Context: an optimization exercise on an open-source flow, tuned for small area and a short achievable clock period. The choices shown serve that exercise and are no tape-out recipe.
Where RTL was checked, it was by simulation tests only, not by an equivalence proof against the original.
Power and IR drop assume default switching activity.

## counters
module counters(
input wire sysclk,
input wire foo_card,
input wire wfoo0_baz,
input wire wfoo0_blrb,
input wire wfoo0_zz1pb,
input wire [31:0] wfoo0_turn,
input wire debct_baz,
input wire debct_blrb,
input wire debct_zz1pb,
input wire debct_bar,
input wire [31:0] debct_turn,
input wire Z0_bar,
input wire Z0_baz,
input wire Z0_blrb,
input wire Z0_zz1pb,
input wire [31:0] Z0_turn,
input wire Y1_bar,
input wire Y1_baz,
input wire Y1_blrb,
input wire Y1_zz1pb,
input wire [31:0] Y1_turn,
input wire X2_bar,
input wire X2_baz,
input wire X2_blrb,
input wire X2_zz1pb,
input wire [31:0] X2_turn,
input wire W3_bar,
input wire W3_baz,
input wire W3_blrb,
input wire W3_zz1pb,
input wire [31:0] W3_turn,
output wire Z0_cwm,
output wire [31:0] Z0,
output wire Y1_cwm,
output wire [31:0] Y1,
output wire X2_cwm,
output wire [31:0] X2,
output wire W3_cwm,
output wire [31:0] W3,
output reg wfoo0_cwm,
output wire [31:0] wfoo0_llwln,
output wire debct_cwm,
output reg debct_pull,
output wire [31:0] debct,
output wire wdfilecardA2P
);
  wire debct_exp, z0_exp, y1_exp, x2_exp, w3_exp;
  counters_tmr t_debct(.clk(sysclk), .rst(foo_card), .baz(debct_baz), .blrb(debct_blrb),
    .bar(debct_bar), .zz1pb(debct_zz1pb), .turn(debct_turn), .cnt(debct), .cwm(debct_cwm),
    .expire(debct_exp));
  counters_tmr t_Z0(.clk(sysclk), .rst(foo_card), .baz(Z0_baz), .blrb(Z0_blrb),
  ...
Size in the first run: roughly 1400 cells after synthesis, about 210 flip-flops, about 420 I/O pins, about 0.012 sq mm of cells after synthesis.
Settings: LEC_CHECK=0, CAP_MARGIN=20, CORE_MARGIN=2, CORE_UTILIZATION=40, SETUP_SLACK_MARGIN=1.4, SLEW_MARGIN=20; clock period 3.3 ns.
standard.sh (not shown) runs the stock make flow with config.mk's settings and CLKGATE_MAP_FILE= SYNTH_SCRIPT=/design/flow/synth_recipe.tcl, a recipe that flattens the netlist after the stock synthesis.
==> flow/flow/run.sh <==
#!/bin/bash
# The standard layout (standard.sh), with these changes:
#  - port buffers use the smallest buffer cell (buf_1) instead of the default choice;
#  - if flow/dont_use.txt exists, it replaces the platform's don't-use list
#    (it repeats the platform's list and adds slow wide OR/NOR cells);
#  - each line of flow/make_args.txt (if it exists) is passed to make as VAR=value.
set -uo pipefail
export BUFFER_PORTS_ARGS="-buffer_cell sky130_fd_sc_hd__buf_1"
args=()
if [[ -s flow/dont_use.txt ]]; then
  args+=("DONT_USE_CELLS=$(tr '\n' ' ' < flow/dont_use.txt)")
fi
if [[ -s flow/make_args.txt ]]; then
  while IFS= read -r line; do
    [[ -n "$line" ]] && args+=("$line")
  done < flow/make_args.txt
fi
printf '%s\n' "${args[@]}" > run_args.log
bash standard.sh "${args[@]}" finish > standard.log 2>&1
Other scripts of this flow, unchanged in this note and not shown: flow/flow/dont_use.txt, flow/flow/make_args.txt
The baseline ran to the end with no violations.
Then changed:
--- a/flow/design.v
+++ b/flow/design.v
@@ -121,34 +121,37 @@
   assign c_b[26] = c_z0_25;
   assign c_b[27] = c_z0_26;
   assign c_b[28] = c_z0_27;
   assign c_b[29] = c_z0_28;
   assign c_b[30] = c_z0_29;
   assign c_b[31] = c_z0_30;
   wire c_up0 = ~cnt[1] & c_z2_3 & c_z4_7 & c_z8_15 & c_z16_31;
   wire c_zero = c_b[31] & ~cnt[31];
   wire is_one = c_up0 & cnt[0];
   wire turn_nz = |turn;
   wire run = armed & blrb;
-  wire at_zero = c_zero;
+  reg nz;
+  wire at_zero = ~nz;
   wire load = baz | (run & bar & at_zero);
   wire dec = run & (bar | ~cwm);
   wire shot = ~baz & run & ~bar & ~cwm & is_one;
   assign expire = (~baz & run & bar & at_zero) | shot;
   always @(posedge clk, posedge rst) begin
     if (rst) begin
       cnt <= 32'd0;
+      nz <= 1'b0;
       cwm <= 1'b0;
       armed <= 1'b0;
     end else begin
       cnt <= load ? turn : cnt ^ ({32{dec}} & c_b);
+      nz <= load ? turn_nz : dec ? ~is_one : nz;
       if (baz) armed <= turn_nz;
       else if (shot) armed <= 1'b0;
       if (~zz1pb) cwm <= 1'b0;
       else if (expire) cwm <= 1'b1;
     end
   end
 endmodule
 module counters(
 input wire sysclk,
 input wire foo_card,
 input wire wfoo0_baz,
@@ -322,37 +325,41 @@
   assign w_b[25] = w_z0_24;
   assign w_b[26] = w_z0_25;
   assign w_b[27] = w_z0_26;
   assign w_b[28] = w_z0_27;
   assign w_b[29] = w_z0_28;
   assign w_b[30] = w_z0_29;
   assign w_b[31] = w_z0_30;
   wire w_up0 = ~wd_cnt[1] & w_z2_3 & w_z4_7 & w_z8_15 & w_z16_31;
   wire w_zero = w_b[31] & ~wd_cnt[31];
   wire wd_turn_nz = |wfoo0_turn;
   wire wd_run = wd_armed & wfoo0_blrb;
-  wire wd_at_zero = w_zero;
+  reg wd_nz;
+  wire wd_at_zero = ~wd_nz;
+  wire wd_is_one = w_up0 & wd_cnt[0];
   wire wd_load = wfoo0_baz | (wd_run & wd_at_zero);
   wire wd_hit = ~wfoo0_baz & wd_run & wd_at_zero;
   assign wfoo0_llwln = wd_cnt;
   assign wdfilecardA2P = wd_a2p;
   always @(posedge sysclk, posedge foo_card) begin
     if (foo_card) begin
       wd_cnt <= 32'd0;
+      wd_nz <= 1'b0;
       wd_armed <= 1'b0;
       wd_mark <= 1'b0;
       wd_a2p <= 1'b0;
       wfoo0_cwm <= 1'b0;
       debct_pull <= 1'b0;
     end else begin
       debct_pull <= debct_exp;
       wd_a2p <= wd_hit & wd_mark;
       wd_cnt <= wd_load ? wfoo0_turn : wd_cnt ^ ({32{wd_run}} & w_b);
+      wd_nz <= wd_load ? wd_turn_nz : wd_run ? ~wd_is_one : wd_nz;
       if (wfoo0_baz) wd_armed <= ~wd_at_zero;
       else if (wd_hit & wd_mark) wd_armed <= 1'b0;
       if (wfoo0_baz) wd_mark <= 1'b0;
       else if (wd_hit) wd_mark <= 1'b1;
       if (~wfoo0_zz1pb) wfoo0_cwm <= 1'b0;
       else if (wd_hit & ~wd_mark) wfoo0_cwm <= 1'b1;
     end
   end
 endmodule
The changed run finished clean.
Clock power came out higher by about 2%.
Utilization shrinks by 1.4 points.
Clock skew shrinks by 0.0048 ns.
Hold slack is better by 0.034 ns.
Area after synthesis is higher by 8.0%.
Worst setup slack gains 0.018 ns.
Power went up by 7.5%.
Global-route usage goes up by 2.1 points.
Only the layout flow was run in the second run of this note; the RTL was not checked for function there.

-- separate check: timing with driven ports --
In the flow no input, the clock included, has a driving cell. The finished layouts below were timed again as built, in two steps.
Step 1, drivers: a clkbuf_16 drives sysclk and a buf_2 each remaining input, both assumed.
Step 2 also shifts input and output timing later by t, the mid clock arrival at the registers, as if the neighbouring blocks saw the same clock.
a / b / c = ideal / step 1 / step 2; a / b = the first two.
| run | t (ns) | setup slack, ns | worst register clock-pin slew, ns |
|---|---|---|---|
| the first run | 0.518 | 1.429 / 1.416 / 1.090 | 0.09 / 0.09 |
| the second run | 0.524 | 1.447 / 1.395 / 1.071 | 0.09 / 0.09 |
After both steps every run listed still meets setup and hold. For the second run, which loses most, drivers alone change the setup slack by -0.052 ns; drivers and shift together by -0.376 ns.
